From an optimization exercise on the open Yosys and OpenROAD flow, aimed at small area; shortcuts taken in it are not production practice. Function was checked by simulation only, so behaviour that the tests miss may differ from the original.

harbor:
==> flow/design.v (excerpt) <==
module car_dashboard_top (
    input  wire clk_50mhz,
    input  wire dip_sw8_reset,
    input  wire [5:0] dip_sw_gears,
    input  wire key_accel_n,
    input  wire key_brake_n,
    output wire [7:0] led_rpm,
    output wire [7:0] seg_single,
    output wire [7:0] ar_seg,
    output wire [7:0] ar_sel,
    output wire servo_ctrl,
    output wire piezo_out,
    output wire f_led1_r,
    output wire f_led1_g,
    output wire f_led1_b,
    output wire f_led2_r,
    output wire f_led2_g,
    output wire f_led2_b,
    output wire f_led3_r,
    output wire f_led3_g,
    output wire f_led3_b,
    output wire f_led4_r,
    output wire f_led4_g,
    output wire f_led4_b
);
Settings: LEC_CHECK=0, ABC_AREA=1, CAP_MARGIN=20, CORE_MARGIN=2, CORE_UTILIZATION=60, CTS_BUF_LIST=sky130_fd_sc_hd__clkbuf_4 sky130_fd_sc_hd__clkbuf_8, CTS_CLUSTER_SIZE=20, GPL_TIMING_DRIVEN=0, SLEW_MARGIN=20; clock period 120.0 ns.
standard.sh (not shown) runs the stock make flow with config.mk's settings and CLKGATE_MAP_FILE= SYNTH_SCRIPT=/design/flow/synth_recipe.tcl, a recipe that flattens the netlist after the stock synthesis.
==> flow/flow/run.sh <==
#!/bin/bash
# Layout flow: the standard flow (standard.sh) with two changes to its
# synthesis, both in the combinational mapping only (registers untouched):
#  - yosys extract_fa is skipped, so adders are mapped by ABC like the rest
#    of the logic instead of being forced onto fa/ha cells;
#  - the final ABC mapping uses flow/abc_area.script (AIG resynthesis with
#    &deepsyn for up to 2 minutes, then area-recovery mapping with &nf)
#    instead of ORFS's abc_area.script.
# The ports are buffered as in the standard flow, with the smallest buffer
# (buf_1) instead of the one ORFS picks. Everything else (floorplan,
# placement, CTS, routing, finishing) is standard.sh unchanged. Each tool's output goes to a log file here.
set -euo pipefail
W=$(pwd)
ABC_SCRIPT="$W/flow/abc_area.script"

# synthesis script: synth_recipe.tcl with the two overrides inserted before
# it sources ORFS's synth.tcl
{
  head -n 1 synth_recipe.tcl
  cat <<EOS
proc extract_fa {args} { puts "flow: extract_fa skipped" }
proc abc {args} {
  set i [lsearch -exact \$args -script]
  if {\$i >= 0} { set args [lreplace \$args [expr {\$i + 1}] [expr {\$i + 1}] $ABC_SCRIPT] }
  set i [lsearch -exact \$args -D]
  if {\$i >= 0} { set args [lreplace \$args \$i [expr {\$i + 1}]] }
  puts "flow: abc \$args"
  yosys abc {*}\$args
}
EOS
  tail -n +2 synth_recipe.tcl
} > flow_synth.tcl

sed "s|SYNTH_SCRIPT=[^ ]*|SYNTH_SCRIPT=$W/flow_synth.tcl BUFFER_PORTS_ARGS='-buffer_cell sky130_fd_sc_hd__buf_1' MIN_BUF_CELL_AND_PORTS='sky130_fd_sc_hd__buf_1 A X'|" standard.sh > flow_standard.sh
grep -q "SYNTH_SCRIPT=$W/flow_synth.tcl" flow_standard.sh

bash flow_standard.sh > flow_make.log 2>&1
==> flow/flow/abc_area.script <==
strash
&get -n
&fraig -x
&deepsyn -T 120 -S 1
&dch -f
&nf -R 1000 -p
&put
Per the final summary, harbor finished and its layout is clean on timing, DRC and antenna.
diff inputs: harbor => maple
diff --git a/flow/flow/run.sh b/flow/flow/run.sh
--- a/flow/flow/run.sh
+++ b/flow/flow/run.sh
@@ -33,3 +33,3 @@
 
-sed "s|SYNTH_SCRIPT=[^ ]*|SYNTH_SCRIPT=$W/flow_synth.tcl BUFFER_PORTS_ARGS='-buffer_cell sky130_fd_sc_hd__buf_1' MIN_BUF_CELL_AND_PORTS='sky130_fd_sc_hd__buf_1 A X'|" standard.sh > flow_standard.sh
+sed "s|SYNTH_SCRIPT=[^ ]*|SYNTH_SCRIPT=$W/flow_synth.tcl BUFFER_PORTS_ARGS='-buffer_cell sky130_fd_sc_hd__buf_1' MIN_BUF_CELL_AND_PORTS='sky130_fd_sc_hd__buf_1 A X' SYNTH_INSBUF=0|" standard.sh > flow_standard.sh
 grep -q "SYNTH_SCRIPT=$W/flow_synth.tcl" flow_standard.sh
## What came out
Comparing mapped cell area for harbor and maple, the smaller number came from maple. harbor → maple: layout buffer count excluding clock buffers now smaller. Reported for harbor and maple, maximum fanout encountered on the critical timing path turned out identical to the last digit. [compare] base=harbor new=maple: post-synthesis to final-layout area growth now sits higher, total via count after detailed routing grew by about 0.43%. Re setup slack: harbor was higher than maple. maple vs. harbor: non-clock buffering overhead in the final layout went down by 1.0 points. [compare] base=harbor new=maple: count of clock-buffer cells in the layout now larger, cell area after placement -1.1%.
Edits applied to the flow inputs when going from maple to juniper:
# maple
export LEC_CHECK = 0
export ABC_AREA = 1
export CAP_MARGIN = 20
export CORE_MARGIN = 2
export CORE_UTILIZATION = 60
export CTS_BUF_LIST = sky130_fd_sc_hd__clkbuf_4 sky130_fd_sc_hd__clkbuf_8
export CTS_CLUSTER_SIZE = 20
export GPL_TIMING_DRIVEN = 0
export SLEW_MARGIN = 20
create_clock -name core_clock -period 120.0 [get_ports {clk_50mhz}]
# juniper
export LEC_CHECK = 0
export ABC_AREA = 1
export CAP_MARGIN = 20
export CORE_MARGIN = 2
export CORE_UTILIZATION = 60
export CTS_BUF_LIST = sky130_fd_sc_hd__clkbuf_8
export CTS_CLUSTER_DIAMETER = 200
export CTS_CLUSTER_SIZE = 30
export GPL_TIMING_DRIVEN = 0
export SLEW_MARGIN = 20
create_clock -name core_clock -period 120.0 [get_ports {clk_50mhz}]
diff --git a/flow/flow/run.sh b/flow/flow/run.sh
--- a/flow/flow/run.sh
+++ b/flow/flow/run.sh
@@ -33,3 +33,3 @@
 
-sed "s|SYNTH_SCRIPT=[^ ]*|SYNTH_SCRIPT=$W/flow_synth.tcl BUFFER_PORTS_ARGS='-buffer_cell sky130_fd_sc_hd__buf_1' MIN_BUF_CELL_AND_PORTS='sky130_fd_sc_hd__buf_1 A X' SYNTH_INSBUF=0|" standard.sh > flow_standard.sh
+sed "s|SYNTH_SCRIPT=[^ ]*|SYNTH_SCRIPT=$W/flow_synth.tcl BUFFER_PORTS_ARGS='-buffer_cell sky130_fd_sc_hd__buf_1' MIN_BUF_CELL_AND_PORTS='sky130_fd_sc_hd__buf_1 A X'|" standard.sh > flow_standard.sh
 grep -q "SYNTH_SCRIPT=$W/flow_synth.tcl" flow_standard.sh
--- outcome ---
- | utilization after layout | maple vs juniper | ≈ equal |
- Relative to maple, the per-instance average area after synthesis measured on juniper has decreased slightly.
- The average via count per standard cell in juniper sits about 2.1% below the value recorded for maple.
- Timing, DRC, antenna: 0 failures across juniper and maple
- Comparing juniper and maple, the lower length of routed met2 wiring was measured on juniper.
- Summary of juniper over maple: placed wire-length estimate held steady; number of hold buffers added after CTS held steady; cell area after synthesis grew by 1.2%.
- Summary of juniper over maple: final area rose by about 0.8%, die area rose by about 1.1%.
- Status: cell depth of the worst setup path parity (maple, juniper)


run A:
car_dashboard_top, a different RTL version from the one above (not shown whole).
For scale: roughly 68 flip-flops, ~7200 um^2 of cells after synthesis.
export LEC_CHECK = 0
export ABC_AREA = 1
export CAP_MARGIN = 20
export CORE_MARGIN = 2
export CORE_UTILIZATION = 60
export CTS_BUF_LIST = sky130_fd_sc_hd__clkbuf_4 sky130_fd_sc_hd__clkbuf_8
export CTS_CLUSTER_SIZE = 20
export GPL_TIMING_DRIVEN = 0
export SLEW_MARGIN = 20
create_clock -name core_clock -period 120.0 [get_ports {clk_50mhz}]
==> flow/flow/run.sh <==
#!/bin/bash
# Layout flow: the standard flow (standard.sh) with two changes to its
# synthesis, both in the combinational mapping only (registers untouched):
#  - yosys extract_fa is skipped, so adders are mapped by ABC like the rest
#    of the logic instead of being forced onto fa/ha cells;
#  - the final ABC mapping uses flow/abc_area.script (AIG resynthesis with
#    &deepsyn for up to 5 minutes, then area-recovery mapping with &nf)
#    instead of ORFS's abc_area.script.
# Every port is buffered as in the standard flow, but with the smallest
# buffer (buf_1) instead of the one ORFS picks. Synthesis does not add its
# own extra buffers where one net drives several output ports
# (SYNTH_INSBUF=0): the port buffering already gives each port its own.
# Everything else (floorplan, placement, CTS, routing, finishing) is
# standard.sh unchanged. The make output goes to flow_make.log here; ORFS
# writes each step's log under orfs/logs/.
set -euo pipefail
W=$(pwd)
ABC_SCRIPT="$W/flow/abc_area.script"

# synthesis script: synth_recipe.tcl with the two overrides inserted before
# it sources ORFS's synth.tcl
{
  head -n 1 synth_recipe.tcl
  cat <<EOS
proc extract_fa {args} { puts "flow: extract_fa skipped" }
proc abc {args} {
  set i [lsearch -exact \$args -script]
  if {\$i >= 0} { set args [lreplace \$args [expr {\$i + 1}] [expr {\$i + 1}] $ABC_SCRIPT] }
  set i [lsearch -exact \$args -D]
  if {\$i >= 0} { set args [lreplace \$args \$i [expr {\$i + 1}]] }
  puts "flow: abc \$args"
  yosys abc {*}\$args
}
EOS
  tail -n +2 synth_recipe.tcl
} > flow_synth.tcl

sed "s|SYNTH_SCRIPT=[^ ]*|SYNTH_SCRIPT=$W/flow_synth.tcl BUFFER_PORTS_ARGS='-buffer_cell sky130_fd_sc_hd__buf_1' MIN_BUF_CELL_AND_PORTS='sky130_fd_sc_hd__buf_1 A X' SYNTH_INSBUF=0|" standard.sh > flow_standard.sh
grep -q "SYNTH_SCRIPT=$W/flow_synth.tcl" flow_standard.sh

bash flow_standard.sh > flow_make.log 2>&1
==> flow/flow/abc_area.script <==
strash
&get -n
&fraig -x
&deepsyn -T 300 -S 1
&dch -f
&nf -R 1000 -p
&put
Run A closes out successfully: all stages finished, all timing, DRC and antenna checks passed.
Input changes introduced in run B (baseline for comparison: run A):
-- flow/flow/run.sh --
<<< run A, line 6
#  - the final ABC mapping uses flow/abc_area.script (AIG resynthesis with
#    &deepsyn for up to 5 minutes, then area-recovery mapping with &nf)
#    instead of ORFS's abc_area.script.
>>> run B, line 6
#  - the final ABC mapping uses flow/abc_area.script (AIG resynthesis with
#    &deepsyn for up to 10 minutes, then area-recovery mapping with &nf)
#    instead of ORFS's abc_area.script.
==> flow/flow/abc_area.script <==
strash
&get -n
&fraig -x
&deepsyn -T 600 -S 1
&dch -f
&nf -R 1000 -p
&put
Notes after the runs:
In terms of worst clock skew, run B and run A differ only marginally.
Basic-gate share of the synthesized area counting and, or, nand and nor cells: run B < run A
Run B has less setup slack than run A.
Run B vs run A: routed length on met1 down by a few percent
Run B against run A; die area is down slightly.
For summed negative setup slack over all endpoints, run B and run A come out practically identical.
The pin count of the biggest net entering global routing reported for run B is greater than that of run A by about 4%.
The area taken by flip-flops and latches was comparable across run A and run B.
The following lists how run C was set up differently from run B:
-- flow/flow/run.sh --
<<< run B, line 6
#  - the final ABC mapping uses flow/abc_area.script (AIG resynthesis with
#    &deepsyn for up to 10 minutes, then area-recovery mapping with &nf)
#    instead of ORFS's abc_area.script.
>>> run C, line 6
#  - the final ABC mapping uses flow/abc_area.script (AIG resynthesis with
#    &deepsyn for up to 20 minutes, then area-recovery mapping with &nf)
#    instead of ORFS's abc_area.script.
==> flow/flow/abc_area.script <==
strash
&get -n
&fraig -x
&deepsyn -T 1200 -S 1
&dch -f
&nf -R 1000 -p
&put
### Flow results
Summary: with run B as the reference, via count in run C moved down by a few percent. When run C is set beside run B, its placeable core region turns out to be 0.42% smaller. From run B to run C the numbers moved as follows: die area fell 0.93%; top achievable clock speed rose 0.68%; maximum cell stage delay along the critical path fell 0.57 ns. Of the two values seen for cell at the slowest stage of the critical path, sky130_fd_sc_hd__buf_1 was produced by run C and sky130_fd_sc_hd__nor4_1 by run B.

==> what the ideal ports hide <==
No port has a modelled driver above. Below, the same layouts with a new extraction and two added sets of constraints.
Step 1 (the two cells are an assumption about what drives the block):
set clk [get_ports {clk_50mhz}]
set_driving_cell -lib_cell sky130_fd_sc_hd__clkbuf_16 $clk
set_driving_cell -lib_cell sky130_fd_sc_hd__buf_2 [delete_from_list [all_inputs] $clk]
Step 2 times the ports against the registers' clock, not the clock port: input delays grow and output delays shrink by t, the midpoint of the rising clock arrivals with the driver on.
Three values: ideal, step 1, step 2; two values: the first two.
run | t (ns) | setup WS [ns] | clock arrival spread, ns | worst register clock-pin slew, ns | worst slew at a driven data input, ns
harbor | 0.397 | 70.679 / 70.659 / 70.659 | 0.016 / 0.016 | 0.09 / 0.09 | 0.03
maple | 0.394 | 70.655 / 70.635 / 70.635 | 0.010 / 0.010 | 0.08 / 0.08 | 0.03
juniper | 0.397 | 70.679 / 70.659 / 70.659 | 0.016 / 0.016 | 0.09 / 0.09 | 0.03
run A | 0.373 | 70.720 / 70.698 / 70.698 | 0.010 / 0.009 | 0.07 / 0.07 | 0.03
run B | 0.384 | 70.286 / 70.266 / 70.266 | 0.010 / 0.010 | 0.08 / 0.08 | 0.03
run C | 0.372 | 70.619 / 70.596 / 70.596 | 0.005 / 0.006 | 0.07 / 0.07 | 0.03
After both steps every run listed still meets setup and hold. The setup slack of run C, which loses most, moves by -0.023 ns with the drivers and by -0.023 ns with both steps.
